This is an optimization exercise on Yosys and OpenROAD, whose aim is small area and a short achievable clock period, not a production implementation.
RTL that was checked went through simulation tests only; none was proved equivalent to the original.
For runs 5 to 7, only the layout was checked, not whether the RTL still works.
Power and IR drop assume default switching activity.

### flow/run.sh
#!/bin/bash
# Standard layout (the standard.sh) with these ORFS settings on top:
#  ADDER_MAP_FILE= : no adder cells in synthesis, ABC maps the adders as plain gates
#  ABC_AREA=1 with a copy of ORFS's scripts whose abc_area.script is flow/abc.script
#  BUFFER_PORTS_ARGS : the smallest buffer on each port
set -e
SD=$PWD/scripts_abc
rm -rf "$SD"
cp -r "$FLOW_HOME/scripts" "$SD"
cp flow/abc.script "$SD/abc_area.script"
bash standard.sh SCRIPTS_DIR="$SD" ADDER_MAP_FILE= ABC_AREA=1 "BUFFER_PORTS_ARGS=-buffer_cell sky130_fd_sc_hd__buf_1" "CTS_ARGS=-sink_clustering_enable -repair_clock_nets -dont_use_dummy_load" > standard.log 2>&1
### flow/abc.script
strash
&get -n
&st
&syn2
&b -d
&dch -f
&nf
&put
buffer -c
topo
stime -c
upsize -c
dnsize -c
### standard.sh
#!/bin/bash
# synth_recipe.tcl (not shown) runs the flow's synth.tcl, then flattens the netlist and writes it again
# the make line also repeats each setting of config.mk as NAME=value (left out here)
make -C /OpenROAD-flow-scripts/flow DESIGN_CONFIG=/design/flow/config.mk WORK_HOME=/design/flow/orfs CLKGATE_MAP_FILE= SYNTH_SCRIPT=/design/flow/synth_recipe.tcl "${@:-finish}"
### config.mk
export PLATFORM = sky130hd
export DESIGN_NAME = rgb2dvi
export DESIGN_NICKNAME = rgb2dvi
export VERILOG_FILES = /design/flow/design.v
export SDC_FILE = /design/flow/constraint.sdc
export NUM_CORES = 4
export LEC_CHECK = 0
export CAP_MARGIN = 20
export CORE_MARGIN = 2
export CORE_UTILIZATION = 60
export SETUP_SLACK_MARGIN = 2.2
export SLEW_MARGIN = 20
### constraint.sdc
create_clock -name core_clock -period 4.0 [get_ports {PixelClk}]
set_input_delay 0.8000 -clock core_clock [delete_from_list [all_inputs] [get_ports {PixelClk}]]
set_output_delay 0.8000 -clock core_clock [all_outputs]
set_load 0.01 [all_outputs]
### design.v
module TMDS_Encoder #(
    parameter SYNC = 0               
) (
    input  wire       PixelClk,
    output reg  [9:0] pDataOutRaw,
    input  wire [7:0] pDataOut,
    input  wire       pC0,
    input  wire       pC1,
    input  wire       pVde,          
    input  wire       pVde_1,        
    input  wire       pVde_2         
);
wire [7:0] d = pDataOut;
wire a1 = d[1] | d[2] | d[3];
wire a2 = (d[1] & d[2]) | (d[1] & d[3]) | (d[2] & d[3]);
wire a3 = d[1] & d[2] & d[3];
wire e1 = d[4] | d[5], e2 = d[4] & d[5];
wire f1 = d[6] | d[7], f2 = d[6] & d[7];
wire b1 = e1 | f1;
wire b2 = e2 | f2 | (e1 & f1);
wire b3 = (e2 & f1) | (f2 & e1);
wire b4 = e2 & f2;
wire sel = b4 | (a1 & b3) | (a2 & b2) | (a3 & b1);
wire x12 = d[1] ^ d[2];
wire x34 = d[3] ^ d[4];
wire x56 = d[5] ^ d[6];
wire p2  = d[0] ^ x12;
wire p4  = p2 ^ x34;
wire p6  = p2 ^ (x34 ^ x56);
reg [3:0] pe_1;      
reg [3:0] nz_1;      
reg       sel_1;
wire [3:0] nz = ~({d[7], d[5], d[3], d[1]} ^ {4{sel}});
always @(posedge PixelClk) begin
    sel_1     <= sel;
    pe_1[3:2] <= {p6, p4};
    nz_1      <= nz;
    if (SYNC && !pVde) pe_1[1:0] <= {pC1, pC0};
    else               pe_1[1:0] <= {p2, d[0]};
end
wire [3:0] nz2 = nz_1;
wire [3:0] neg = nz2 & pe_1;
wire       m0  = ^nz2;
wire       m1  = (nz2[0] & nz2[1]) ^ (nz2[2] & nz2[3]) ^ ((nz2[0] ^ nz2[1]) & (nz2[2] ^ nz2[3]));
wire       m2  = &nz2;
wire [2:0] n   = neg[0] + neg[1] + neg[2] + neg[3];
wire [2:0] xh  = {1'b0, m2, m1} - n;
wire [3:0] X   = {xh, m0};
wire [7:0] q1;
genvar gk;
generate
    for (gk = 0; gk < 4; gk = gk + 1) begin : qm
        assign q1[2*gk]   = pe_1[gk];
        assign q1[2*gk+1] = ~(pe_1[gk] ^ nz_1[gk]);
    end
endgenerate
reg [7:0] q_2;
reg       sel_2;
reg [3:0] X_2;
always @(posedge PixelClk) begin
    sel_2   <= sel_1;
    X_2     <= X;
    q_2[0]  <= q1[0];
    q_2[7:2] <= q1[7:2];
    if (SYNC && !pVde_1) q_2[1] <= pe_1[1];    
    else                 q_2[1] <= q1[1];
end
reg  [3:0] c_3;
wire       q8  = ~sel_2;
wire       z   = (c_3 == 4'd0) || (X_2 == 4'd0);
wire       inv = z ? sel_2 : (c_3[3] ^ X_2[3]);
wire [3:0] s1  = c_3 + X_2 + {3'b000, q8};
wire [3:0] s0  = c_3 + ~X_2 + {3'b000, q8};
wire [9:0] tok  = {~(q_2[1] ^ q_2[0]), ~q_2[0], {8'b01010100 ^ {8{q_2[0]}}}};
wire [9:0] tok0 = 10'b1101010100;
always @(posedge PixelClk) begin
    c_3 <= pVde_2 ? (inv ? s1 : s0) : 4'd0;
    if (pVde_2)
        pDataOutRaw <= {inv, q8, q_2 ^ {8{inv}}};
    else
        pDataOutRaw <= SYNC ? tok : tok0;
end
endmodule
module rgb2dvi (
    input  wire        PixelClk,
    input  wire [23:0] vid_pData,
    input  wire        vid_pVDE,
    input  wire        vid_pHSync,
    input  wire        vid_pVSync,
    output wire [9:0]  pDataOutRaw0,    
    output wire [9:0]  pDataOutRaw1,    
    output wire [9:0]  pDataOutRaw2     
);
reg pVde_1, pVde_2;
always @(posedge PixelClk) begin
    pVde_1 <= vid_pVDE;
    pVde_2 <= pVde_1;
end
TMDS_Encoder #(.SYNC(1)) DataEncoder0 (
    .PixelClk(PixelClk), .pDataOutRaw(pDataOutRaw0),
    .pDataOut(vid_pData[15:8]), .pC0(vid_pHSync), .pC1(vid_pVSync),
    .pVde(vid_pVDE), .pVde_1(pVde_1), .pVde_2(pVde_2));
TMDS_Encoder #(.SYNC(0)) DataEncoder1 (
    .PixelClk(PixelClk), .pDataOutRaw(pDataOutRaw1),
    .pDataOut(vid_pData[7:0]), .pC0(1'b0), .pC1(1'b0),
    .pVde(vid_pVDE), .pVde_1(pVde_1), .pVde_2(pVde_2));
TMDS_Encoder #(.SYNC(0)) DataEncoder2 (
    .PixelClk(PixelClk), .pDataOutRaw(pDataOutRaw2),
    .pDataOut(vid_pData[23:16]), .pC0(1'b0), .pC1(1'b0),
    .pVde(vid_pVDE), .pVde_1(pVde_1), .pVde_2(pVde_2));
endmodule
==> results of run 1 <==
-- layout by cell type (no fill, tap or decap), types with 6 or more instances in the layout --
cell,n
dfxtp_1,107
xnor2_1,70
nand2_1,55
buf_1,51
nor2_1,35
xor2_1,35
a21oi_1,18
o21ai_0,16
nor2b_1,11
clkbuf_8,9
inv_1,8
buf_4,7
o22ai_1,6
nand2b_1,6
clkbuf_2,6
-- critical path: cells and delay by family --
family	cells	cell delay, ns
AOI/OAI and AO/OA	4	0.56
adders and majority gates	1	0.24
xor gates and xnor gates	1	0.17
buffers and inverters	1	0.19
-- worst max path at each step --
| stage | slack (ns) | endpoint |
|---|---|---|
| after floorplan | 2.22 | DataEncoder0.nz_1[0] |
| after global placement | 1.78 | DataEncoder1.c_3[2] |
| after detailed placement | 1.71 | DataEncoder1.c_3[2] |
| after CTS | 2.19 | DataEncoder1.c_3[2] |
| after global routing | 2.17 | DataEncoder0.c_3[2] |
| final | 2.27 | DataEncoder1.nz_1[2] |
-- layer usage --
metal	part of all wire [%]	GRT usage, %	vias up
li1	-	-	1677
met1	45	20.0	1454
met2	50	33.0	59
met3	3.6	5.26	8
met4	1.2	5.90	0
met5	0	0	-
-- synthesized netlist by cell type, drive strengths merged (6+ instances only) --
library cell / instances
a21oi: 18
inv: 8
o21ai: 20
nor4: 7
nand2b: 6
dfxtp: 110
clkbuf: 9
xor2: 35
xnor2: 70
o22ai: 6
nand2: 55
nor2b: 12
maj3: 6
nor2: 35
-- layout make-up --
class / instances / share of cell area (%)
Clock buffer: 9 / 2.47
Multi-Input combinational cell: 333 / 44.7
Timing Repair Buffer: 65 / 5.86
Tap cell: 99 / 2.47
Inverter: 8 / 0.598
Sequential cell: 110 / 43.9
-- power by group through the flow --
stage / Clock, uW / Combinational, uW / Sequential [uW]
after floorplan: 0 / 1440 / 1770
after global placement: 0 / 1720 / 1770
after detailed placement: 0 / 1750 / 1780
after CTS: 521 / 1780 / 1760
after global routing: 557 / 2190 / 1810
final: 500 / 1960 / 1760
-- cell families after synthesis --
group,Yosys count
XOR/XNOR,105
flip-flops,110
AND/OR/NAND/NOR,135
buffers and inverters,21
multiplexers,7
adder cells (fa/ha/maj),6
AO/OA/AOI/OAI,80
-- repair_timing --
item | CTS | global route
buffers inserted | 0 | 7
setup endpoints to repair | 15 | 21
gates cloned | 0 | 0
pin swaps | 0 | 1
gates resized for setup | 5 | 14
-- sequential cells by signal, indices dropped and copies added, names as in the netlist, 8 cells and up --
signal                    count
DataEncoder2.q_2              8
DataEncoder2.pDataOutRaw     10
DataEncoder0.pDataOutRaw     10
DataEncoder0.q_2              8
DataEncoder1.pDataOutRaw     10
DataEncoder1.q_2              8
-- per-stage QoR --
| stage | power, uW | hold WS, ns | area (um^2) | setup slack, ns |
|---|---|---|---|---|
| after floorplan | 3210 | 0.310 | 4480 | 2.22 |
| after global placement | 3500 | 0.313 | 4770 | 1.78 |
| after detailed placement | 3530 | 0.313 | 4770 | 1.71 |
| after CTS | 4060 | 0.335 | 4910 | 2.19 |
| after global routing | 4560 | 0.344 | 5020 | 2.17 |
| final | 4230 | 0.334 | 5020 | 2.27 |
==> notes.md, run 1 <==
status timing/DRC/antenna clean; main combinational cell family by area after synthesis XOR/XNOR gates; worst hold start DataEncoder1.sel_1; slowest cell on the critical path o21a_2; Core Region a little over 7000 um^2; Worst Clk Skew ~0.02 ns; average cell area after synthesis 9.65 um^2; hold buffers post-CTS 0; Cells after DPL about 610; Finished Layout Cells approximately 620; Worst slew margin 62.8%; # clock sinks 110; WP data required ~4.2 ns; measured slew at the worst slew-check pin 0.557 ns; Setup-failing EPs final 0; clock root cell clkbuf_8; total grt overflow 0; CP Cell Sequence buf_1 -> maj3_2 -> o21ai_1 -> a22oi_1 -> a31oi_1 -> o21a_2 -> xor2_1; Total GRT Usage between 10% and 20%; hold depth 0; critical path class input port to register; Rows 31; Post-Synth XOR/XNOR Area 20.5%; Final Hold Fails 0; Peak VDD IR approximately 0.00033 V; Routed WL slightly above 7000 um; Ant. Diodes 0; register bit total from synthesis 110; Antenna Nets Post-Route 0; Final min period 1.73 ns; Worst-Skew Late Latency 0.35 ns; Port Buf Inserts 57; I/O pins 58; Post-synth ARST share 0%; Reg clk slew, reported paths about 0.090 ns; fraction of the mapped netlist area in simple logic gates 13.8%; Post-Synth Adder-Cell Area ~1.3%; Largest stage delay, worst path between 0.2 and 0.3 ns; Critical Path Start vid_pData[2]; cells after synthesis ~460; Compound-Gate Fraction of Synth Area 11.4%; hpwl dp ~5400 um; Sw Ratio between 30% and 40%; Int Pwr between 2000 and 3000 uW; total CTS buffers 9; post-synthesis cell type count between 40 and 50; fmax 578 MHz; vias per cell between 5 and 6; first-pass GRT wire length around 12000 um; RSZ-0062 raised after global routing no; pin count of the biggest net entering global routing 30; area growth from synthesis to layout 12.2%; initial antenna violation count 0; MaxCap Viol Count 0; CP arrival between 1.5 and 2 ns; fraction of synthesized area in multiplexers under 10%; Comb power frac a little under half; CTS Buffer Depth 2; Final period util 43.2%; P_sw 1540 uW; Main synth FF type dfxtp_1; Synth area leader dfxtp_1; area occupied by multi-input gates between 2000 and 2500 um^2; starting density of the core roughly three fifths; WL per Instance ~11 um; Final Wtd Congestion roughly 0.85; DRC errors left 0; worst-path fanout max 5; syn_nets between 400 and 500; register area around 2200 um^2; R2R Path End DataEncoder2.c_3[3]; nets@finish 555; Max Slew Vio Count 0; share of the synthesized area in the top cell type about half; share of post-route cells with drive strength above 1 a little under a tenth; Final Util about 70%; Ys Warns 3; Die H approximately 90 um; worst hold path type register to register; clock network power share between 10% and 20%; Fillers slightly below 600; via count about 3200; DIE WIDTH roughly 90 um; top cells by area, synth dfxtp_1 49%, xnor2_1 14%, xor2_1 6.8%; share of power burned in registers between 40% and 50%; CP Launch Type input port; Reg2Reg Depth 6; htree depth 3; R2R Path Start DataEncoder2.c_3[1]; Static Leak around 0.0019 uW; Die ar. roughly 8000 um^2; WHS Endpoint DataEncoder1.sel_2; Syn Std Cell Area roughly 4500 um^2; sum of negative setup slack 0 ns; PD cells about 840 nW/um^2; register area share after synthesis roughly 49%; Post-synth EDFFs 0; drt first pass iters 4; initial DRC count roughly 160; slack of the worst reg-to-reg path about 2.3 ns; vias in the first global route 2841; CTS tree done; Setup crit end kind register
==> run 2, diff against run 1 <==
==> flow/abc.script (replaced) <==
strash
&get -n
&st
&syn2
&b -d
&dch -f
&nf -R 50
&put
buffer -c
topo
stime -c
upsize -c
dnsize -c
==> run 2 against run 1 <==
  * Count of clock-buffer cells in the layout did not move
  * Highest routed layer unchanged
  * Power fell by 3.5%
  * First-iteration DRC count fell by 38%
  * Via count rose by 0.25%
  * Flip-flop and latch count did not move
  * Worst setup slack improved by 0.0028 ns
  * Synthesized cell count rose by 3.0%
  * Core utilization fell by 0.60 points
  * Sequential share of layout area rose by 0.85 points
  * Register-to-register slack barely moved
  * Critical endpoint is now DataEncoder1.nz_1[0]
  * Combinational power fell by 9%
  * Cell count rose by 1.8%
==> notes.md, run 2 <==
Final Util 68.6% (-0.60 points); share of post-route cells with drive strength above 1 9.89% (+0.55 points); hpwl dp 5480 um (+1.1%); sum of negative setup slack 0 ns (unchanged); Die ar. 8090 um^2 (-0.88%); area growth from synthesis to layout 11.7%; Port Buf Inserts 57 (unchanged); via count 3206 (+0.25%); Final Wtd Congestion 0.810 (-4.5%); measured slew at the worst slew-check pin 0.413 ns (-0.144 ns); WP data required 4.23 ns (about the same); most frequent cells in the layout 100 x dfxtp_1, 62 x nand2_1, 60 x xnor2_1, 52 x buf_1, 44 x a21oi_1; DIE WIDTH 90.0 um (-0.44%); initial antenna violation count 0 (unchanged); hold buffers post-CTS 0 (unchanged); average cell area after synthesis 9.28 um^2 (-3.8%); Final period util 43.1% (-0.071 points); Ant. Diodes 0 (unchanged); htree depth 3 (unchanged); Final min period 1.73 ns (-0.00282 ns); Synth area leader dfxtp_1; Reg clk slew, reported paths 0.08 ns (about the same); Ys Warns 3 (unchanged); CTS tree done; Worst slew margin 72.4% (+9.6 points); register bit total from synthesis 110 (unchanged); Post-synth top cells 110 x dfxtp_1, 62 x nand2_1, 60 x xnor2_1, 44 x a21oi_1, 39 x o21ai_0; syn_nets 506 (+2.8%); MaxCap Viol Count 0 (unchanged); drt first pass iters 4 (unchanged); Tot Pwr 4080 uW (-3.5%); CP arrival 1.96 ns (about the same); Die H 90.0 um (-0.44%); Max Slew Vio Count 0 (unchanged); Routed WL 7580 um (+5.7%); clock root cell clkbuf_8; Worst Clk Skew 0.0313 ns (+0.0116 ns); fmax 579 MHz (+0.16%); Worst-Skew Late Latency 0.36 ns (about the same); CP Launch Type input port; total CTS buffers 9 (unchanged); Total GRT Usage 19.6% (+1.6 points); initial DRC count 98 (-38%); Antenna Nets Post-Route 0 (unchanged); CTS Buffer Depth 2 (unchanged); nets@finish 566 (+2.0%); vias per cell 5.05 (-1.5%); pin count of the biggest net entering global routing 32 (+6.7%); RSZ-0062 raised after global routing yes; I/O pins 58 (unchanged); cells after synthesis 478 (+3.0%); Setup crit end kind register; top flop regs DataEncoder0.pDataOutRaw: 10 flops, DataEncoder1.pDataOutRaw: 10 flops, DataEncoder2.pDataOutRaw: 10 flops; Post-synth ARST share 0% (unchanged); WL per Instance 11.9 um (+3.9%); vias in the first global route 2958 (+4.1%); Setup-failing EPs final 0 (unchanged); share of the synthesized area in the top cell type 49.7% (+0.46 points); critical path class input port to register; # clock sinks 110 (unchanged); worst-path fanout max 5 (unchanged); first-pass GRT wire length 13000 um (+7.9%); Final Hold Fails 0 (unchanged); Main synth FF type dfxtp_1; most common cell after layout, fill and taps aside dfxtp_1; worst hold path type register to register; Peak VDD IR 0.000421 V (+29%); Post-synth EDFFs 0 (unchanged); status timing/DRC/antenna clean; post-synthesis cell type count 44 (-4.3%); register area share after synthesis 49.7% (+0.46 points); top cells by area, synth dfxtp_1 50%, xnor2_1 12%, xor2_1 6.5%; total grt overflow 0 (unchanged); Rows 31 (unchanged); DRC errors left 0 (unchanged); PD cells 824 nW/um^2 (-2.2%); Core Region 7210 um^2 (-0.53%); Static Leak 0.00195 uW (about the same); starting density of the core 61.5% (-0.24 points); top-count cell post-synth dfxtp_1; Syn Std Cell Area 4430 um^2 (-0.92%)
==> run 2: cell types whose count changed after synthesis, moves of 3 or more <==
cell,previous run,this run
a21oi_1,18,44
inv_1,8,21
nand2_1,55,62
nand2b_1,6,3
nor2_1,35,20
nor2b_1,12,4
o21ai_0,19,39
o31ai_1,4,0
xnor2_1,70,60
==> run 2: routing by layer <==
metal	routed length (um)	GRT usage, %	part of all wire (%)	vias up
met4	137	6.41	1.8	0
met1	3420	23.6	45	1426
met3	282	6.12	3.7	13
li1	-	-	-	1715
met5	0	0	0	-
met2	3740	33.6	49	52
==> run 2: worst paths after layout <==
kind                                          start              endpoint  slack, ns  cells after the start
worst max register to register  DataEncoder0.X_2[1]   DataEncoder0.c_3[1]       2.29                      7
worst min register to register   DataEncoder1.sel_1    DataEncoder1.sel_2       0.34                      0
worst max-delay path                   vid_pData[1]  DataEncoder1.nz_1[0]       2.27                      7
worst min-delay path             DataEncoder1.sel_1    DataEncoder1.sel_2       0.34                      0
==> run 2: critical path, stage by stage <==
cell	delay, ns
buf_1	0.20
maj3_2	0.24
o21ai_1	0.06
a22oi_1	0.18
a31oi_1	0.06
o21a_2	0.25
xor2_1	0.17
==> run 2: area by class of cell <==
cell class / instances / area (um^2)
sequential: 110 / 2220
timing repair buffer: 63 / 269
fill: 614 / 2260
inverter: 21 / 78.8
multi-input combinational: 333 / 2140
clock buffer: 9 / 124
tap: 99 / 124
==> run 2: kinds of logic (layout without fill, tap and decap cells) <==
family	Yosys count	in the layout	synth area share, %
buffers and inverters	36	93	3.41
multiplexers	5	5	1.27
flip-flops	110	110	49.7
XOR/XNOR	93	93	18.4
AO/OA/AOI/OAI	115	116	14.6
adder cells (fa/ha/maj)	6	6	1.38
AND/OR/NAND/NOR	113	113	11.3
==> run 2: power breakdown <==
group | switching, uW | internal [uW] | total [uW]
clock network | 305 | 203 | 508
registers | 285 | 1500 | 1780
logic | 963 | 823 | 1790
==> run 2: stage by stage <==
stage	instances	setup WS, ns	hold WS, ns	cell area [um^2]
floorplan	478	2.22	0.310	4440
detailed placement	621	1.85	0.331	4720
global placement	621	1.90	0.326	4720
finish	635	2.27	0.343	4950
CTS	632	2.20	0.351	4870
global route	635	2.18	0.356	4950
==> run 2: repair_timing <==
action | CTS | global route
pin swaps | 2 | 2
cloned | 1 | 0
setup buffers | 1 | 3
resized for setup | 2 | 24
endpoints found under the setup margin | 16 | 37
==> run 3, diff against run 2 <==
--- a/config.mk
+++ b/config.mk
@@ -8,5 +8,5 @@
 export CAP_MARGIN = 20
 export CORE_MARGIN = 2
 export CORE_UTILIZATION = 60
-export SETUP_SLACK_MARGIN = 2.2
+export SETUP_SLACK_MARGIN = 2.25
 export SLEW_MARGIN = 20
==> run 3 against run 2 <==
  * Clock skew fell by 0.0030 ns
  * Non-clock buffer count rose by 4
  * Highest routed layer unchanged
  * Synthesized cell count unchanged
  * Die area unchanged
==> notes.md, run 3 <==
cells after synthesis 478 (unchanged); hpwl dp 5360 um (-2.1%); drt first pass iters 4 (unchanged); top-count cell post-synth dfxtp_1; worst setup margin 2.31 ns (+0.0393 ns); Worst-Skew Late Latency 0.36 ns (about the same); slack of the worst reg-to-reg path 2.33 ns (+0.04 ns); Max Slew Vio Count 0 (unchanged); DRC errors left 0 (unchanged); share of post-route cells with drive strength above 1 13.7% (+3.8 points); CP Launch Type input port; total grt overflow 0 (unchanged); measured slew at the worst slew-check pin 0.422 ns (+0.00920 ns); Total GRT Usage 19.3% (-0.31 points); Worst slew margin 71.8% (-0.58 points); RSZ-0062 raised after global routing yes; area growth from synthesis to layout 14.9%; syn_nets 506 (unchanged); Core Region 7210 um^2 (unchanged); register area 2220 um^2 (+0.28%); initial DRC count 102 (+4.1%); Rows 31 (unchanged); Post-synth top cells 110 x dfxtp_1, 62 x nand2_1, 60 x xnor2_1, 44 x a21oi_1, 39 x o21ai_0; Ant. Diodes 0 (unchanged); Setup-failing EPs final 0 (unchanged); Final Wtd Congestion 0.783 (-3.3%); Main synth FF type dfxtp_1; Cells after DPL 621 (unchanged); Die H 90.0 um (unchanged); PD cells 833 nW/um^2 (+1.2%); WL per Instance 11.6 um (-2.5%); CP Cell Sequence buf_1 -> maj3_2 -> o21ai_1 -> a22oi_1 -> a31oi_1 -> o21a_2 -> xor2_1; worst setup path end DataEncoder0.nz_1[2]; Ys Warns 3 (unchanged); Peak VDD IR 0.000524 V (+25%); R2R Path End DataEncoder0.c_3[1]; Routed WL 7440 um (-1.9%); DIE WIDTH 90.0 um (unchanged); dpl ws 1.85 ns (+0.00553 ns); worst-path fanout max 5 (unchanged); register bit total from synthesis 110 (unchanged); vias in the first global route 2978 (+0.68%); initial antenna violation count 0 (unchanged); Final Util 70.6% (+2.0 points); I/O pins 58 (unchanged); Fillers 584 (-4.9%); Syn Std Cell Area 4430 um^2 (unchanged); Worst Clk Skew 0.0283 ns (-0.00298 ns); CTS tree done; # clock sinks 110 (unchanged); Largest stage delay, worst path 0.25 ns (about the same); most common cell after layout, fill and taps aside dfxtp_1; total CTS buffers 9 (unchanged); Static Leak 0.00200 uW (+2.6%); fmax 593 MHz (+2.3%); clock root cell clkbuf_8; sum of negative setup slack 0 ns (unchanged); Final min period 1.69 ns (-0.0393 ns); hold buffers post-CTS 0 (unchanged); Finished Layout Cells 639 (+0.63%); register area share after synthesis 49.7% (unchanged); Critical Path Start vid_pData[10]; R2R Path Start DataEncoder0.X_2[2]; MaxCap Viol Count 0 (unchanged); post-synthesis cell type count 44 (unchanged); Antenna Nets Post-Route 0 (unchanged); Reg2Reg Depth 7 (unchanged); Port Buf Inserts 57 (unchanged); share of the synthesized area in the top cell type 49.7% (unchanged); status timing/DRC/antenna clean; nets@finish 570 (+0.71%); vias per cell 5.04 (-0.13%); slowest cell on the critical path o21a_2; Final Hold Fails 0 (unchanged); CP arrival 1.91 ns (-0.05 ns); Die ar. 8090 um^2 (unchanged); CTS Buffer Depth 2 (unchanged); top flop regs DataEncoder0.pDataOutRaw: 10 flops, DataEncoder1.pDataOutRaw: 10 flops, DataEncoder2.pDataOutRaw: 10 flops; average cell area after synthesis 9.28 um^2 (unchanged); area occupied by multi-input gates 2220 um^2 (+3.9%); Setup crit end kind register; critical path class input port to register; Post-synth EDFFs 0 (unchanged); worst hold path type register to register; Final period util 42.2% (-0.98 points); starting density of the core 61.5% (unchanged); pin count of the biggest net entering global routing 33 (+3.1%); htree depth 3 (unchanged); Reg clk slew, reported paths 0.10 ns (+0.02 ns); WP data required 4.22 ns (about the same); most frequent cells in the layout 99 x dfxtp_1, 60 x nand2_1, 59 x xnor2_1, 50 x buf_1, 43 x a21oi_1; via count 3222 (+0.50%); Synth area leader dfxtp_1; top cells by area, synth dfxtp_1 50%, xnor2_1 12%, xor2_1 6.5%; first-pass GRT wire length 12900 um (-0.74%); Post-synth ARST share 0% (unchanged)
run 3: cell counts after synthesis:
Identical to the previous run, type by type.
run 3: area by class of cell:
type | count | area share, %
timing repair buffer | 67 | 6.36
sequential | 110 | 43.6
clock buffer | 9 | 2.43
multi-input combinational | 333 | 43.6
inverter | 21 | 1.55
tap | 99 | 2.43
run 3: cells by family after synthesis:
logic type	after synthesis	synth area share, %
buf+inv	36	3.41
flops	110	49.7
xor+xnor	93	18.4
compound gates	115	14.6
simple gates	113	11.3
mux	5	1.27
fa+ha+maj	6	1.38
run 3: routing by layer:
layer  wire (um)  global-route usage (%)
met2        3640                    33.6
met3         253                    5.70
met5           0                       0
met1        3490                    23.7
met4          64                    4.62
run 3: worst min path at each step:
| stage | slack, ns | start | cells past startpoint | to |
|---|---|---|---|---|
| after floorplan | 0.31 | DataEncoder0.sel_1 | 0 | DataEncoder0.sel_2 |
| after global routing | 0.35 | DataEncoder0.pe_1[2] | 0 | DataEncoder0.q_2[4] |
| final | 0.35 | DataEncoder1.sel_1 | 0 | DataEncoder1.sel_2 |
| after global placement | 0.33 | DataEncoder0.sel_1 | 0 | DataEncoder0.sel_2 |
| after detailed placement | 0.32 | DataEncoder0.sel_1 | 0 | DataEncoder0.sel_2 |
| after CTS | 0.34 | DataEncoder0.sel_1 | 0 | DataEncoder0.sel_2 |
run 3: per-stage QoR:
step / hold slack, ns / instance area [um^2] / power (uW)
6_report: 0.346 / 5090 / 4250
5_1_grt: 0.350 / 5090 / 4610
2_1_floorplan: 0.310 / 4440 / 3110
3_3_place_gp: 0.327 / 4720 / 3370
4_1_cts: 0.343 / 4910 / 4030
3_5_place_dp: 0.325 / 4720 / 3420
run 3: what timing repair did:
item / in CTS / in global routing
cloned: 1 / 0
endpoints found under the setup margin: 24 / 34
pin swaps: 2 / 11
resized for setup: 8 / 56
buffers inserted: 4 / 4
run 3: power by group:
group | internal (uW) | leakage (uW) | switching [uW]
Clock | 203 | 0.0000647 | 302
Sequential | 1500 | 0.000927 | 309
Combinational | 927 | 0.00101 | 1000
run 3: worst max-delay path: cells and delay by family:
family,cells,cell delay [ns]
AOI/OAI and AO/OA,4,0.55
adders and majority gates,1,0.23
buffers and inverters,1,0.17
xor gates and xnor gates,1,0.17
==> run 4, diff against run 3 <==
--- a/config.mk
+++ b/config.mk
@@ -8,5 +8,5 @@
 export CAP_MARGIN = 20
 export CORE_MARGIN = 2
 export CORE_UTILIZATION = 60
-export SETUP_SLACK_MARGIN = 2.25
+export SETUP_SLACK_MARGIN = 2.15
 export SLEW_MARGIN = 20
==> run 4 against run 3 <==
  * Hold slack better by 0.0048 ns
  * Sequential power decreased by 2%
  * Die area did not move
  * Sequential share of layout area up 1.1 points
  * Area after synthesis is the same
  * Flip-flop and latch count unchanged
  * Maximum frequency fell by 6.7%
  * Register-to-register slack worse by 0.07 ns
  * Synthesized cell count did not move
  * Largest cell class unchanged
  * Power is 3.4% lower
==> notes.md, run 4 <==
status timing/DRC/antenna clean; fmax 553 MHz (-6.7%); total grt overflow 0 (unchanged); RSZ-0062 raised after global routing yes; share of power burned in registers 43.2% (+0.5 points); I/O pins 58 (unchanged); Port Buf Inserts 57 (unchanged); worst hold path type register to register; htree depth 3 (unchanged); CP Cell Sequence buf_1 -> maj3_1 -> o21ai_1 -> a22oi_1 -> a31oi_1 -> o21a_2 -> xor2_1; Worst slew margin 72.0% (+0.15 points); CP Launch Type input port; worst hold start DataEncoder0.sel_1; PD cells 831 nW/um^2 (-0.34%); dpl ws 1.84 ns (-0.0126 ns); post-synthesis cell type count 44 (unchanged); Largest delay share family, worst path compound AO/OA/AOI/OAI gates; Reg clk slew, reported paths 0.07 ns (-0.03 ns); register bit total from synthesis 110 (unchanged); Die ar. 8090 um^2 (unchanged); most frequent cells in the layout 106 x dfxtp_1, 62 x nand2_1, 60 x xnor2_1, 56 x buf_1, 44 x a21oi_1; clock network power share 12.4% (+0.5 points); Largest stage delay, worst path 0.39 ns (+0.14 ns); Rows 31 (unchanged); CP bufs+invs 1 (unchanged); worst-path fanout max 5 (unchanged); vias per cell 5.10 (+1.1%); Worst-Skew Late Latency 0.35 ns (about the same); DIE WIDTH 90.0 um (unchanged); Static Leak 0.00194 uW (-2.8%); share of the synthesized area in the top cell type 49.7% (unchanged); Total GRT Usage 19.5% (+0.20 points); via count 3247 (+0.78%); nets@finish 568 (-0.35%); Synth area leader dfxtp_1; top-count cell post-synth dfxtp_1; Final Util 68.5% (-2.1 points); average cell area after synthesis 9.28 um^2 (unchanged); Post-synth ARST share 0% (unchanged); Setup-failing EPs final 0 (unchanged); P_sw 1550 uW (-4.1%); Final Hold Fails 0 (unchanged); initial DRC count 83 (-19%); R2R Path Start DataEncoder1.c_3[1]; total CTS buffers 9 (unchanged); slowest cell on the critical path maj3_1; MaxCap Viol Count 0 (unchanged); Final Wtd Congestion 0.866 (+11%); Routed WL 7590 um (+2.0%); area growth from synthesis to layout 11.4%; Post-DP Area 4720 um^2 (about the same); vias in the first global route 3020 (+1.4%); Sw Ratio 37.7% (-0.28 points); CTS Buffer Depth 2 (unchanged); Die H 90.0 um (unchanged); sum of negative setup slack 0 ns (unchanged); Setup crit end kind register; Max Slew Vio Count 0 (unchanged); cells after synthesis 478 (unchanged); Final period util 45.2% (+3.0 points); Ant. Diodes 0 (unchanged); Antenna Nets Post-Route 0 (unchanged); top cells by area, synth dfxtp_1 50%, xnor2_1 12%, xor2_1 6.5%; WL per Instance 11.9 um (+2.3%); Ys Warns 3 (unchanged); WP data required 4.27 ns (+0.05 ns); worst hold slack 0.350 ns (+0.00475 ns); top flop regs DataEncoder0.pDataOutRaw: 10 flops, DataEncoder1.pDataOutRaw: 10 flops, DataEncoder2.pDataOutRaw: 10 flops; first-pass GRT wire length 12900 um (+0.11%); critical path class input port to register; # clock sinks 110 (unchanged); share of post-route cells with drive strength above 1 7.43% (-6.3 points); register area share after synthesis 49.7% (unchanged); pin count of the biggest net entering global routing 33 (unchanged); starting density of the core 61.5% (unchanged); Comb power frac 44.5% (-0.9 points); hpwl dp 5640 um (+5.1%); worst setup margin 2.19 ns (-0.121 ns); Main synth FF type dfxtp_1; Int Pwr 2560 uW (-2.9%); clock root cell clkbuf_8; Peak VDD IR 0.000411 V (-22%); Final min period 1.81 ns (+0.121 ns); syn_nets 506 (unchanged); Syn Std Cell Area 4430 um^2 (unchanged); DRC errors left 0 (unchanged); Post-synth EDFFs 0 (unchanged); post-route cell area 4940 um^2 (-3.0%); Core Region 7210 um^2 (unchanged); Post-synth top cells 110 x dfxtp_1, 62 x nand2_1, 60 x xnor2_1, 44 x a21oi_1, 39 x o21ai_0; CP arrival 2.08 ns (+0.17 ns); drt first pass iters 4 (unchanged); Worst Clk Skew 0.0248 ns (-0.00349 ns); initial antenna violation count 0 (unchanged); most common cell after layout, fill and taps aside dfxtp_1; CTS tree done; measured slew at the worst slew-check pin 0.415 ns (-0.00745 ns); Critical Path Start vid_pData[11]
-- run 4: changes by cell type in the layout (fill, tap and decap cells not counted), moves of 3 or more --
cell / change
buf_1: +6
buf_6: -4
dfxtp_1: +7
dfxtp_2: -5
maj3_1: +4
maj3_2: -4
nor4_1: +3
o21ai_0: +6
o21ai_1: -4
-- run 4: worst paths after layout --
kind	to	slack [ns]	cells after the start
max	DataEncoder0.nz_1[3]	2.19	7
min	DataEncoder0.sel_2	0.35	0
max reg2reg	DataEncoder1.c_3[0]	2.26	8
min reg2reg	DataEncoder0.sel_2	0.35	0
-- run 4: per-layer routing --
metal,wire [um],up-vias,GRT usage (%)
li1,-,1717,-
met1,3440,1473,22.5
met2,3790,48,35.7
met3,226,9,5.11
met4,132,0,5.64
met5,0,-,0
-- run 4: metrics by stage --
stage	total power [uW]	std cells
floorplan	3100	478
global placement	3360	621
detailed placement	3430	621
CTS	3970	631
global route	4430	637
finish	4100	637
-- run 4: what timing repair did --
item,4_1_cts,5_1_grt
endpoints found under the setup margin,5,10
gates cloned,1,0
gates resized for setup,2,11
hold buffers,0,0
pin swaps,1,2
buffers inserted,0,6
-- run 4: final cells by class --
| type | instances | area [um^2] |
|---|---|---|
| fill | 629 | 2270 |
| tap | 99 | 124 |
| multi-input combinational | 333 | 2110 |
| clock buffer | 9 | 124 |
| inverter | 21 | 78.8 |
| sequential | 110 | 2210 |
| timing repair buffer | 65 | 292 |
-- run 4: kinds of logic after synthesis --
family | share of synthesized area (%)
simple gates | 11.3
compound gates | 14.6
xor+xnor | 18.4
buf+inv | 3.41
mux | 1.27
flops | 49.7
fa+ha+maj | 1.38
-- run 4: power groups by stage --
stage	Combinational (uW)	Clock [uW]	Sequential (uW)
after detailed placement	1640	0	1790
after global routing	2050	561	1820
after global placement	1590	0	1780
final	1830	507	1770
after CTS	1690	523	1760
after floorplan	1330	0	1780
==> run 5, diff against run 4 <==
--- a/design.v
+++ b/design.v
@@ -11,16 +11,14 @@
     input  wire       pVde_2         
 );
 wire [7:0] d = pDataOut;
-wire a1 = d[1] | d[2] | d[3];
-wire a2 = (d[1] & d[2]) | (d[1] & d[3]) | (d[2] & d[3]);
-wire a3 = d[1] & d[2] & d[3];
-wire e1 = d[4] | d[5], e2 = d[4] & d[5];
-wire f1 = d[6] | d[7], f2 = d[6] & d[7];
-wire b1 = e1 | f1;
-wire b2 = e2 | f2 | (e1 & f1);
-wire b3 = (e2 & f1) | (f2 & e1);
-wire b4 = e2 & f2;
-wire sel = b4 | (a1 & b3) | (a2 & b2) | (a3 & b1);
+wire t1 = d[5] | d[6] | d[7];
+wire t2 = (d[5] & d[6]) | (d[5] & d[7]) | (d[6] & d[7]);
+wire t3 = d[5] & d[6] & d[7];
+wire u1 = d[1] | d[2] | d[3] | d[4];
+wire u2 = ((d[1] | d[2]) & (d[3] | d[4])) | (d[1] & d[2]) | (d[3] & d[4]);
+wire u3 = ((d[1] & d[2]) & (d[3] | d[4])) | ((d[3] & d[4]) & (d[1] | d[2]));
+wire u4 = d[1] & d[2] & d[3] & d[4];
+wire sel = u4 | (t1 & u3) | (t2 & u2) | (t3 & u1);
 wire x12 = d[1] ^ d[2];
 wire x34 = d[3] ^ d[4];
 wire x56 = d[5] ^ d[6];
--- a/config.mk
+++ b/config.mk
@@ -8,5 +8,5 @@
 export CAP_MARGIN = 20
 export CORE_MARGIN = 2
 export CORE_UTILIZATION = 60
-export SETUP_SLACK_MARGIN = 2.15
+export SETUP_SLACK_MARGIN = 2.2
 export SLEW_MARGIN = 20
==> run 5 against run 4 <==
  * Area after synthesis is 1.1% higher
  * Combinational power is 8% higher
  * Die area is 1.0% higher
  * Sequential power is 3% higher
  * Maximum frequency is 2.8% higher
  * Register-to-register slack better by 0.04 ns
==> notes.md, run 5 <==
status timing/DRC/antenna clean; drt first pass iters 4 (unchanged); sum of negative setup slack 0 ns (unchanged); CTS tree done; CTS Buffer Depth 2 (unchanged); most common cell after layout, fill and taps aside dfxtp_1; WL per Instance 12.0 um (+0.83%); Worst slew margin 61.8% (-10 points); post-synthesis cell type count 41 (-6.8%); Post-synth top cells 110 x dfxtp_1, 58 x nand2_1, 58 x xnor2_1, 39 x a21oi_1, 37 x xor2_1; Final min period 1.76 ns (-0.0488 ns); Setup-failing EPs final 0 (unchanged); PD cells 848 nW/um^2 (+2.0%); DIE WIDTH 90.4 um (+0.51%); Total GRT Usage 18.8% (-0.68 points); Post-synth EDFFs 0 (unchanged); MaxCap Viol Count 0 (unchanged); Critical Path Start vid_pData[15]; fmax 569 MHz (+2.8%); hpwl dp 5460 um (-3.2%); total grt overflow 0 (unchanged); worst hold path type register to register; R2R Path End DataEncoder2.c_3[3]; clock root cell clkbuf_8; Reg clk slew, reported paths 0.09 ns (+0.02 ns); RSZ-0062 raised after global routing yes; area growth from synthesis to layout 13.2%; M1 GR Usage 21.0% (-1.4 points); CP Launch Type input port; worst setup path end DataEncoder0.nz_1[1]; starting density of the core 61.8% (+0.33 points); GRT busiest layer met2; syn_nets 504 (-0.40%); Final Wtd Congestion 0.790 (-8.7%); vias per cell 5.09 (-0.19%); Main synth FF type dfxtp_1; Tot Pwr 4300 uW (+4.8%); register bit total from synthesis 110 (unchanged); Final Hold Fails 0 (unchanged); WP data required 4.22 ns (-0.05 ns); critical path class input port to register; nets@finish 569 (+0.18%); average cell area after synthesis 9.42 um^2 (+1.5%); Reg2Reg Depth 8 (unchanged); I/O pins 58 (unchanged); Antenna Nets Post-Route 0 (unchanged); via count 3246 (-0.031%); Die H 90.4 um (+0.51%); Max Slew Vio Count 0 (unchanged); Worst-Skew Late Latency 0.36 ns (about the same); met2 usage 34.6% (-1.1 points); worst-path fanout max 5 (unchanged); Ys Warns 3 (unchanged); Final period util 44.0% (-1.2 points); share of post-route cells with drive strength above 1 12.6% (+5.2 points); met3 usage 4.42% (-0.69 points); # clock sinks 110 (unchanged); register area share after synthesis 49.1% (-0.53 points); htree depth 3 (unchanged); Port Buf Inserts 57 (unchanged); initial antenna violation count 0 (unchanged); initial DRC count 128 (+54%); Worst Clk Skew 0.0304 ns (+0.00554 ns); vias in the first global route 2939 (-2.7%); slack of the worst reg-to-reg path 2.30 ns (+0.04 ns); Post-synth ARST share 0% (unchanged); Setup crit end kind register; slowest cell on the critical path o21a_2; DRC errors left 0 (unchanged); CP Cell Sequence buf_1 -> maj3_2 -> o21ai_1 -> a22oi_1 -> a31oi_1 -> o21a_2 -> xor2_1; Ant. Diodes 0 (unchanged); Synth area leader dfxtp_1; Rows 31 (unchanged); top flop regs DataEncoder0.pDataOutRaw: 10 flops, DataEncoder1.pDataOutRaw: 10 flops, DataEncoder2.pDataOutRaw: 10 flops; post-route cell area 5070 um^2 (+2.7%); CP arrival 1.97 ns (-0.11 ns); Largest stage delay, worst path 0.26 ns (-0.13 ns); Static Leak 0.00200 uW (+2.8%); first-pass GRT wire length 12600 um (-2.5%); cells after synthesis 476 (-0.42%); Post-DP Area 4740 um^2 (+0.53%); R2R Path Start DataEncoder2.c_3[0]; top-count cell post-synth dfxtp_1; Syn Std Cell Area 4480 um^2 (+1.1%); Routed WL 7660 um (+0.99%); most frequent cells in the layout 98 x dfxtp_1, 58 x nand2_1, 58 x xnor2_1, 54 x buf_1, 39 x a21oi_1; Die ar. 8180 um^2 (+1.0%); total CTS buffers 9 (unchanged); pin count of the biggest net entering global routing 45 (+36%); Core Region 7250 um^2 (+0.54%); top cells by area, synth dfxtp_1 49%, xnor2_1 11%, xor2_1 7.2%; measured slew at the worst slew-check pin 0.562 ns (+0.147 ns); Peak VDD IR 0.000421 V (+2.4%); share of the synthesized area in the top cell type 49.1% (-0.53 points)
==> run 5: cell count changes after synthesis, sizes merged, moves of 3 or more <==
cell,previous run,this run
nand2b,3,0
nor2b,4,1
xor2,33,37
nand2,63,58
inv,21,24
a21oi,44,39
maj3,6,9
==> run 5: how the worst min path moves through the flow <==
| stage | start | endpoint | slack (ns) | depth (start not counted) |
|---|---|---|---|---|
| after detailed placement | DataEncoder1.sel_1 | DataEncoder1.sel_2 | 0.31 | 0 |
| after global placement | DataEncoder1.sel_1 | DataEncoder1.sel_2 | 0.31 | 0 |
| after CTS | DataEncoder0.sel_1 | DataEncoder0.sel_2 | 0.32 | 0 |
| after global routing | DataEncoder0.sel_1 | DataEncoder0.sel_2 | 0.33 | 0 |
| final | DataEncoder0.sel_1 | DataEncoder0.sel_2 | 0.32 | 0 |
| after floorplan | DataEncoder0.sel_1 | DataEncoder0.sel_2 | 0.31 | 0 |
==> run 5: logic make-up (layout without fill, tap and decap cells) <==
group / count (synthesis) / after routing / synth area share, %
and+or+nand+nor: 101 / 101 / 9.94
adders and majority gates: 9 / 9 / 2.18
xor gates and xnor gates: 95 / 95 / 18.6
muxes: 6 / 7 / 1.37
DFF: 110 / 110 / 49.1
AOI/OAI and AO/OA: 114 / 114 / 14.6
buffers and inverters: 41 / 103 / 4.22
==> run 5: critical path: cells and delay by family <==
family | cells | cell delay [ns]
compound gates | 4 | 0.58
buf+inv | 1 | 0.18
xor+xnor | 1 | 0.16
fa+ha+maj | 1 | 0.25
==> run 5: layout make-up <==
type	instances	area, um^2
inverter	24	90.1
sequential	110	2220
multi-input combinational	326	2200
timing repair buffer	70	317
tap	99	124
fill	587	2180
clock buffer	9	124
==> run 5: stage by stage <==
stage	hold WS (ns)	setup slack, ns	cells	util, %
4_1_cts	0.323	2.22	630	67.9
6_report	0.324	2.24	638	70.0
5_1_grt	0.334	2.18	638	70.0
2_1_floorplan	0.310	2.22	476	-
3_5_place_dp	0.315	1.76	617	65.4
3_3_place_gp	0.314	1.85	617	65.4
==> run 5: layer usage <==
metal | part of all wire, % | routed length, um
met3 | 2.6 | 200
met1 | 44 | 3370
met5 | 0 | 0
met2 | 52 | 4000
met4 | 1.3 | 98
==> run 5: timing repair <==
action	4_1_cts	5_1_grt
cloned	1	1
resized for setup	3	29
hold buffers	0	0
buffers inserted	3	7
endpoints found under the setup margin	14	17
pin swaps	0	4
==> run 5: power breakdown <==
group / internal, uW / total (uW) / leakage, uW / switching, uW
Combinational: 979 / 1970 / 0.00101 / 992
Sequential: 1500 / 1820 / 0.000927 / 318
Clock: 203 / 511 / 0.0000647 / 308
==> run 6, diff against run 5 <==
==> flow/abc.script (replaced) <==
strash
&get -n
&st
&syn2
&b -d
&dch -f
&nf
&put
buffer -c
topo
stime -c
upsize -c
dnsize -c
==> run 6 against run 5 <==
  * Power rose by 0.82%
  * Sequential power fell by 3%
  * Flip-flop and latch count did not move
  * Global-route usage barely moved
  * Critical endpoint unchanged
  * Largest cell class is now multi-input combinational cells
==> notes.md, run 6 <==
Rows 31 (unchanged); Peak VDD IR 0.000373 V (-11%); most common cell after layout, fill and taps aside dfxtp_1; status timing/DRC/antenna clean; Ant. Diodes 0 (unchanged); top-count cell post-synth dfxtp_1; syn_nets 494 (-2.0%); Worst slew margin 57.1% (-4.8 points); vias in the first global route 2978 (+1.3%); Die ar. 8250 um^2 (+0.91%); register area share after synthesis 48.7% (-0.46 points); Setup crit end kind register; vias per cell 5.13 (+0.76%); Static Leak 0.00196 uW (-1.7%); Cells after DPL 608 (-1.5%); total grt overflow 0 (unchanged); sum of negative setup slack 0 ns (unchanged); met2 usage 33.1% (-1.4 points); CTS tree done; via count 3199 (-1.4%); Total GRT Usage 18.8% (-0.026 points); PD cells 857 nW/um^2 (+1.1%); WL per Instance 11.7 um (-2.4%); hpwl dp 5400 um (-1.0%); Final min period 1.71 ns (-0.0453 ns); share of post-route cells with drive strength above 1 9.52% (-3.1 points); met3 usage 4.01% (-0.42 points); CTS Buffer Depth 2 (unchanged); Routed WL 7310 um (-4.6%); area growth from synthesis to layout 11.8%; top cells by area, synth dfxtp_1 49%, xnor2_1 13%, xor2_1 8.9%; Largest stage delay, worst path 0.26 ns (about the same); worst hold slack 0.339 ns (+0.0148 ns); Post-synth ARST share 0% (unchanged); Synth area leader dfxtp_1; Worst-Skew Late Latency 0.37 ns (about the same); drt first pass iters 4 (unchanged); starting density of the core 62.0% (+0.25 points); pin count of the biggest net entering global routing 29 (-36%); Final Wtd Congestion 0.809 (+2.4%); Final Hold Fails 0 (unchanged); CP Cell Sequence buf_1 -> maj3_2 -> o21ai_1 -> a22oi_1 -> a31oi_1 -> o21a_2 -> xor2_1; Core Region 7290 um^2 (+0.53%); Setup-failing EPs final 0 (unchanged); Syn Std Cell Area 4520 um^2 (+0.95%); nets@finish 555 (-2.5%); dpl ws 1.88 ns (+0.123 ns); Antenna Nets Post-Route 0 (unchanged); Main synth FF type dfxtp_1; DIE WIDTH 90.8 um (+0.45%); Largest delay share family, worst path compound AO/OA/AOI/OAI gates; top flop regs DataEncoder0.pDataOutRaw: 10 flops, DataEncoder1.pDataOutRaw: 10 flops, DataEncoder2.pDataOutRaw: 10 flops; worst hold path type register to register; post-synthesis cell type count 48 (+17%); clock root cell clkbuf_8; slowest cell on the critical path o21a_2; WP data required 4.24 ns (+0.02 ns); average cell area after synthesis 9.71 um^2 (+3.1%); MaxCap Viol Count 0 (unchanged); RSZ-0062 raised after global routing yes; Max Slew Vio Count 0 (unchanged); Port Buf Inserts 57 (unchanged); initial DRC count 84 (-34%); total CTS buffers 9 (unchanged); Die H 90.8 um (+0.45%); Post-synth top cells 110 x dfxtp_1, 65 x xnor2_1, 57 x nand2_1, 46 x xor2_1, 36 x nor2_1; cells after synthesis 466 (-2.1%); Post-synth EDFFs 0 (unchanged); initial antenna violation count 0 (unchanged); worst setup margin 2.29 ns (+0.0453 ns); first-pass GRT wire length 12600 um (+0.11%); DRC errors left 0 (unchanged); Tot Pwr 4340 uW (+0.82%); worst-path fanout max 5 (unchanged); I/O pins 58 (unchanged); Worst Clk Skew 0.0297 ns (-0.000666 ns); # clock sinks 110 (unchanged); fmax 584 MHz (+2.6%); GRT busiest layer met2; Final period util 42.8% (-1.1 points); register bit total from synthesis 110 (unchanged); CP Launch Type input port; Ys Warns 3 (unchanged); Finished Layout Cells 624 (-2.2%); measured slew at the worst slew-check pin 0.643 ns (+0.0817 ns); CP arrival 1.95 ns (-0.02 ns); M1 GR Usage 21.6% (+0.56 points); htree depth 3 (unchanged); most frequent cells in the layout 108 x dfxtp_1, 65 x xnor2_1, 57 x nand2_1, 51 x buf_1, 46 x xor2_1; critical path class input port to register; Reg clk slew, reported paths 0.08 ns (about the same); share of the synthesized area in the top cell type 48.7% (-0.46 points); CP bufs+invs 1 (unchanged)
==> run 6: changes by cell type after synthesis, moves of 4 or more <==
| cell | delta |
|---|---|
| o21ai_1 | -29 |
| a21oi_1 | -22 |
| inv_1 | -17 |
| nor2_1 | +16 |
| nor2b_1 | +9 |
| xor2_1 | +9 |
| xnor2_1 | +7 |
| maj3_2 | -6 |
| o21ai_0 | +5 |
| maj3_1 | +4 |
==> run 6: area by class of cell <==
type                            instances  area, um^2
Tap cell                               99         124
Fill cell                             648        2230
Timing Repair Buffer                   65         307
Sequential cell                       110        2200
Clock buffer                            9         124
Inverter                                7        26.3
Multi-Input combinational cell        334        2270
==> run 6: worst reg2reg max path, delay by kind of cell, from the launching register on <==
kind          cells  cell delay [ns]
flops             1             0.36
xor+xnor          1             0.11
simple gates      3             0.59
mux               1             0.38
buf+inv           1             0.16
==> run 6: what timing repair did <==
action / in CTS / in global routing
endpoints found under the setup margin: 20 / 25
setup buffers: 4 / 3
hold buffers: 0 / 0
gates resized for setup: 2 / 16
pin swaps: 2 / 0
hold endpoints to repair: 0 / 0
==> run 6: routing by layer <==
| metal | share of wire, % | vias up |
|---|---|---|
| li1 | - | 1669 |
| met1 | 46 | 1465 |
| met2 | 49 | 54 |
| met3 | 3.1 | 11 |
| met4 | 2.1 | 0 |
| met5 | 0 | - |
==> run 6: worst paths after layout <==
check	cells after the start	from	end	slack, ns
worst max-delay path	7	vid_pData[14]	DataEncoder0.nz_1[1]	2.29
worst min-delay path	0	DataEncoder1.sel_1	DataEncoder1.sel_2	0.34
worst max register to register	6	DataEncoder0.X_2[2]	DataEncoder0.c_3[0]	2.30
worst min register to register	0	DataEncoder1.sel_1	DataEncoder1.sel_2	0.34
==> run 6: stage by stage <==
step                      util [%]  area, um^2
after floorplan                  -        4530
after global placement        65.8        4800
after detailed placement      65.8        4800
after CTS                     68.3        4980
after global routing          69.4        5060
final                         69.4        5060
==> run 6: power by group <==
part	internal [uW]	switching, uW	total, uW
logic	1030	1030	2060
clock network	203	305	508
registers	1490	285	1770
total	2720	1620	4340
==> run 6: kinds of logic (layout without fill, tap and decap cells) <==
kind of cell	count (synthesis)	count (layout)	synth area share, %
xor gates and xnor gates	111	111	21.5
and+or+nand+nor	131	131	13.1
buffers and inverters	22	81	2.35
DFF	110	110	48.7
AOI/OAI and AO/OA	80	80	11.6
muxes	5	5	1.24
adders and majority gates	7	7	1.55
==> run 7, diff against run 6 <==
--- a/design.v
+++ b/design.v
@@ -11,14 +11,14 @@
     input  wire       pVde_2         
 );
 wire [7:0] d = pDataOut;
-wire t1 = d[5] | d[6] | d[7];
-wire t2 = (d[5] & d[6]) | (d[5] & d[7]) | (d[6] & d[7]);
-wire t3 = d[5] & d[6] & d[7];
-wire u1 = d[1] | d[2] | d[3] | d[4];
-wire u2 = ((d[1] | d[2]) & (d[3] | d[4])) | (d[1] & d[2]) | (d[3] & d[4]);
-wire u3 = ((d[1] & d[2]) & (d[3] | d[4])) | ((d[3] & d[4]) & (d[1] | d[2]));
-wire u4 = d[1] & d[2] & d[3] & d[4];
-wire sel = u4 | (t1 & u3) | (t2 & u2) | (t3 & u1);
+wire a1 = d[1] | d[2] | d[3];
+wire a2 = (d[1] & d[2]) | (d[1] & d[3]) | (d[2] & d[3]);
+wire a3 = d[1] & d[2] & d[3];
+wire b1 = d[4] | d[5] | d[6] | d[7];
+wire b2 = ((d[4] | d[5]) & (d[6] | d[7])) | (d[4] & d[5]) | (d[6] & d[7]);
+wire b3 = ((d[4] & d[5]) & (d[6] | d[7])) | ((d[6] & d[7]) & (d[4] | d[5]));
+wire b4 = d[4] & d[5] & d[6] & d[7];
+wire sel = b4 | (a1 & b3) | (a2 & b2) | (a3 & b1);
 wire x12 = d[1] ^ d[2];
 wire x34 = d[3] ^ d[4];
 wire x56 = d[5] ^ d[6];
@@ -26,30 +26,27 @@
 wire p4  = p2 ^ x34;
 wire p6  = p2 ^ (x34 ^ x56);
 reg [3:0] pe_1;      
-reg [3:0] nz_1;      
+reg [3:0] do_1;      
 reg       sel_1;
-wire [3:0] nz = ~({d[7], d[5], d[3], d[1]} ^ {4{sel}});
 always @(posedge PixelClk) begin
     sel_1     <= sel;
-    pe_1[3:2] <= {p6, p4};
-    nz_1      <= nz;
-    if (SYNC && !pVde) pe_1[1:0] <= {pC1, pC0};
-    else               pe_1[1:0] <= {p2, d[0]};
+    pe_1[3:1] <= {p6, p4, p2};
+    do_1[3:1] <= {d[7], d[5], d[3]};
+    if (SYNC && !pVde) {do_1[0], pe_1[0]} <= {pC1, pC0};
+    else               {do_1[0], pe_1[0]} <= {d[1], d[0]};
 end
-wire [3:0] nz2 = nz_1;
-wire [3:0] neg = nz2 & pe_1;
-wire       m0  = ^nz2;
-wire       m1  = (nz2[0] & nz2[1]) ^ (nz2[2] & nz2[3]) ^ ((nz2[0] ^ nz2[1]) & (nz2[2] ^ nz2[3]));
-wire       m2  = &nz2;
-wire [2:0] n   = neg[0] + neg[1] + neg[2] + neg[3];
-wire [2:0] xh  = {1'b0, m2, m1} - n;
-wire [3:0] X   = {xh, m0};
+wire [3:0] nz  = ~(do_1 ^ {4{sel_1}});      
+wire [3:0] pos = nz & ~pe_1;
+wire [3:0] neg = nz &  pe_1;
+wire [2:0] npos = pos[0] + pos[1] + pos[2] + pos[3];
+wire [2:0] nneg = neg[0] + neg[1] + neg[2] + neg[3];
+wire [3:0] X    = {1'b0, npos} - {1'b0, nneg};
 wire [7:0] q1;
 genvar gk;
 generate
     for (gk = 0; gk < 4; gk = gk + 1) begin : qm
         assign q1[2*gk]   = pe_1[gk];
-        assign q1[2*gk+1] = ~(pe_1[gk] ^ nz_1[gk]);
+        assign q1[2*gk+1] = pe_1[gk] ^ do_1[gk] ^ sel_1;
     end
 endgenerate
 reg [7:0] q_2;
@@ -60,7 +57,7 @@
     X_2     <= X;
     q_2[0]  <= q1[0];
     q_2[7:2] <= q1[7:2];
-    if (SYNC && !pVde_1) q_2[1] <= pe_1[1];    
+    if (SYNC && !pVde_1) q_2[1] <= do_1[0];    
     else                 q_2[1] <= q1[1];
 end
 reg  [3:0] c_3;
==> flow/run.sh (replaced) <==
#!/bin/bash
# Standard layout, with the adder cells left out of synthesis (plain gates
# for ABC), ABC run with flow/abc.script, and the smallest buffer on the ports.
set -e
SD=$PWD/scripts_abc
rm -rf "$SD"
cp -r "$FLOW_HOME/scripts" "$SD"
cp flow/abc.script "$SD/abc_area.script"
bash standard.sh SCRIPTS_DIR="$SD" ADDER_MAP_FILE= ABC_AREA=1 "BUFFER_PORTS_ARGS=-buffer_cell sky130_fd_sc_hd__buf_1" > standard.log 2>&1
==> flow/abc.script (replaced) <==
strash
dc2
dch -f
amap
--- a/config.mk
+++ b/config.mk
@@ -8,5 +8,5 @@
 export CAP_MARGIN = 20
 export CORE_MARGIN = 2
 export CORE_UTILIZATION = 60
-export SETUP_SLACK_MARGIN = 2.2
+export SETUP_SLACK_MARGIN = 2.3
 export SLEW_MARGIN = 20
==> run 7 against run 6 <==
  * Combinational power rose by 44%
  * Still clean
  * Count of clock-buffer cells in the layout rose by 2
  * Clock skew fell by 0.0076 ns
  * Critical endpoint is now DataEncoder1.X_2[3]
  * Maximum frequency fell by 36%
  * Cell count rose by 24%
  * Power rose by 26%
  * Sequential power rose by 2%
  * Clock power rose by 38%
  * Flip-flop and latch count did not move
  * Worst setup slack got worse by 0.95 ns
  * Die area fell by 4.0%
  * Global-route usage rose by 11 points
==> notes.md, run 7 <==
status timing/DRC/antenna clean; Setup crit end kind register; Static Leak 0.00244 uW (+24%); Comb power frac 54.2% (+6.8 points); worst-path fanout max 7 (+2); WP data required 4.33 ns (+0.09 ns); hpwl dp 6480 um (+20%); Post-synth ARST share 0% (unchanged); P_sw 2440 uW (+51%); Worst path most repeated cell nand2_2; Largest stage delay, worst path 0.37 ns (+0.11 ns); nets@finish 702 (+26%); Port Buf Inserts 57 (unchanged); slack of the worst reg-to-reg path 1.34 ns (-0.96 ns); Die H 89.0 um (-2.0%); Final min period 2.66 ns (+0.947 ns); clock root cell clkbuf_8; clock network power share 12.8% (+1.1 points); Max Slew Vio Count 0 (unchanged); register bit total from synthesis 110 (unchanged); top flop regs DataEncoder0.pDataOutRaw: 10 flops, DataEncoder1.pDataOutRaw: 10 flops, DataEncoder2.pDataOutRaw: 10 flops; share of power burned in registers 33.1% (-7.8 points); pin count of the biggest net entering global routing 24 (-17%); Sw Ratio 44.6% (+7.3 points); Antenna Nets Post-Route 0 (unchanged); R2R Path Start DataEncoder1.sel_1; first-pass GRT wire length 18500 um (+47%); post-route cell area 6400 um^2 (+26%); DRC errors left 0 (unchanged); Critical Path Start DataEncoder1.sel_1; Int Pwr 3030 uW (+12%); top cells by area, synth dfxtp_1 51%, nor2_1 6.8%, nand2_1 6.1%; Post-synth EDFFs 0 (unchanged); fmax 376 MHz (-36%); htree depth 3 (unchanged); worst hold path type register to register; WL per Instance 21.5 um (+84%); CP Launch Type register; most frequent cells in the layout 84 x dfxtp_1, 64 x buf_4, 50 x nor2_1, 47 x buf_1, 40 x nand2_1; cells after synthesis 534 (+15%); Core Region 6910 um^2 (-5.3%); Syn Std Cell Area 4340 um^2 (-4.1%); measured slew at the worst slew-check pin 0.687 ns (+0.0440 ns); Total GRT Usage 29.8% (+11 points); Post-synth top cells 110 x dfxtp_1, 78 x nor2_1, 70 x nand2_1, 51 x clkinv_1, 47 x o21ai_0; PD cells 856 nW/um^2 (-0.12%); total grt overflow 0 (unchanged); # clock sinks 110 (unchanged); Reg clk slew, reported paths 0.12 ns (+0.04 ns); CTS Buffer Depth 2 (unchanged); Rows 30 (-3.2%); critical path class register to register; Final period util 66.5% (+24 points); sum of negative setup slack 0 ns (unchanged); Final Wtd Congestion 0.834 (+3.1%); Reg2Reg Depth 15 (+9); vias per cell 6.50 (+27%); Setup-failing EPs final 0 (unchanged); RSZ-0062 raised after global routing yes; via count 5033 (+57%); average cell area after synthesis 8.12 um^2 (-16%); Peak VDD IR 0.000550 V (+48%); Worst Clk Skew 0.0220 ns (-0.00765 ns); initial antenna violation count 0 (unchanged); Final Hold Fails 0 (unchanged); area growth from synthesis to layout 47.5%; CP arrival 2.99 ns (+1.04 ns); Main synth FF type dfxtp_1; drt first pass iters 5 (+1); register area share after synthesis 50.8% (+2.1 points); total CTS buffers 9 (unchanged); worst setup path end DataEncoder1.X_2[3]; post-synthesis cell type count 26 (-46%); R2R Path End DataEncoder1.X_2[3]; Ant. Diodes 0 (unchanged); most common cell after layout, fill and taps aside dfxtp_1; Worst-Skew Late Latency 0.39 ns (+0.02 ns); I/O pins 58 (unchanged); Die ar. 7920 um^2 (-4.0%); Ys Warns 3 (unchanged); top-count cell post-synth dfxtp_1; slowest cell on the critical path dfxtp_2; worst hold start DataEncoder1.sel_1; Post-DP Area 4780 um^2 (-0.39%); Fillers 238 (-63%); DIE WIDTH 89.0 um (-2.0%); Worst slew margin 54.0% (-3.1 points); MaxCap Viol Count 0 (unchanged); initial DRC count 437 (+420%); Synth area leader dfxtp_1; Routed WL 16700 um (+130%); CP Cell Sequence clkinv_4 -> buf_4 -> nand2_1 -> o21ai_1 -> nor2b_1 -> nand2_2 -> o21a_1 -> nand2_2 -> nand2_2 -> o21a_1 -> nor2_2 -> a21oi_2 -> and2_4 -> o211ai_1 -> nor2b_1; CTS tree done; hold buffers post-CTS 0 (unchanged); share of the synthesized area in the top cell type 50.8% (+2.1 points); starting density of the core 62.8% (+0.74 points); share of post-route cells with drive strength above 1 41.2% (+32 points); vias in the first global route 4094 (+37%); syn_nets 562 (+14%)
run 7: cell count changes after synthesis, moves of 7 or more:
cell	delta
a211oi_1	+19
nor2_1	+42
o22ai_1	+19
o21ai_0	+29
inv_1	-7
xor2_1	-45
o21a_1	+18
a21oi_1	+28
nand2_1	+13
maj3_1	-7
nor2b_1	+7
xnor2_1	-63
clkinv_1	+51
run 7: cell families after synthesis:
logic type	synth area share, %
buffers and inverters	4.41
DFF	50.8
xor gates and xnor gates	0.606
and+or+nand+nor	18.0
AOI/OAI and AO/OA	26.2
run 7: power by group through the flow:
stage	sequential, uW	clock, uW	combinational, uW
2_1_floorplan	1680	0	1120
3_3_place_gp	1650	0	1470
3_5_place_dp	1660	0	1530
4_1_cts	1660	668	1920
5_1_grt	1850	726	3110
6_report	1810	699	2970
run 7: cell type report:
class,instances,area [um^2],area share (%)
flip-flops and latches,110,2260,35.3
clock buffers,11,141,2.21
repair buffers,129,806,12.6
multi-input cells,373,2770,43.3
inverters,51,248,3.87
well taps,96,120,1.88
clock inverters,4,55.1,0.861
run 7: per-layer routing:
| metal | track usage (%) | vias to the layer above | part of all wire (%) |
|---|---|---|---|
| li1 | - | 2156 | - |
| met1 | 34.8 | 2334 | 35 |
| met2 | 54.1 | 423 | 50 |
| met3 | 5.45 | 120 | 7.5 |
| met4 | 11.5 | 0 | 6.8 |
| met5 | 0 | - | 0 |
run 7: worst min-delay path by stage:
| stage | depth (start not counted) | endpoint |
|---|---|---|
| after CTS | 0 | pVde_2 |
| after detailed placement | 0 | pVde_2 |
| after global routing | 0 | DataEncoder1.sel_2 |
| after global placement | 0 | pVde_2 |
| final | 0 | DataEncoder1.sel_2 |
| after floorplan | 0 | pVde_2 |
run 7: critical path, delay by kind of cell (launching register included):
kind	cells	cell delay [ns]
AOI/OAI and AO/OA	5	0.80
and+or+nand+nor	8	1.16
buffers and inverters	2	0.27
DFF	1	0.37
run 7: what timing repair did:
action | 4_1_cts | 5_1_grt
pin swaps | 43 | 58
setup endpoints to repair | 30 | 45
buffers inserted | 43 | 29
gates resized for setup | 83 | 172
run 7: through the flow:
stage / total power, uW / util, % / cells / setup slack (ns) / hold WS [ns]
2_1_floorplan: 2800 / - / 534 / 1.87 / 0.348
3_5_place_dp: 3190 / 69.2 / 687 / 1.57 / 0.362
4_1_cts: 4240 / 80.9 / 745 / 1.69 / 0.374
5_1_grt: 5690 / 92.6 / 774 / 1.31 / 0.383
6_report: 5480 / 92.6 / 774 / 1.34 / 0.378
3_3_place_gp: 3130 / 69.2 / 687 / 1.74 / 0.356

## afterwards: timing with drivers on the ports
The results above use ideal ports. As a check the final layouts listed here were re-extracted and re-timed, cells and wires unchanged.
Step 1 (the two cells are an assumption about what drives the block):
set clk [get_ports {PixelClk}]
set_driving_cell -lib_cell sky130_fd_sc_hd__clkbuf_16 $clk
set_driving_cell -lib_cell sky130_fd_sc_hd__buf_2 [delete_from_list [all_inputs] $clk]
Step 2, shift: input delay + t, output delay - t, t = (earliest + latest rising clock arrival at the registers) / 2. This alone moves slack from input paths to output paths.
Slacks: no drivers / after step 1 / after step 2; pairs: no drivers / after step 1.
| run | shift t [ns] | slack for setup (ns) | worst setup path after step 2 |
|---|---|---|---|
| run 1 | 0.374 | 2.271 / 2.279 / 1.908 | input to register |
| run 2 | 0.381 | 2.274 / 2.286 / 1.906 | input to register |
| run 3 | 0.376 | 2.313 / 2.305 / 1.944 | input to register |
| run 4 | 0.372 | 2.193 / 2.206 / 1.834 | input to register |
| run 5 | 0.380 | 2.241 / 2.250 / 1.870 | input to register |
| run 6 | 0.385 | 2.287 / 2.296 / 1.912 | input to register |
| run 7 | 0.412 | 1.340 / 1.340 / 1.340 | register to register |
After both steps setup and hold are still met in every run listed. The setup slack of run 6, which loses most, moves by +0.009 ns with the drivers and by -0.375 ns with both steps.
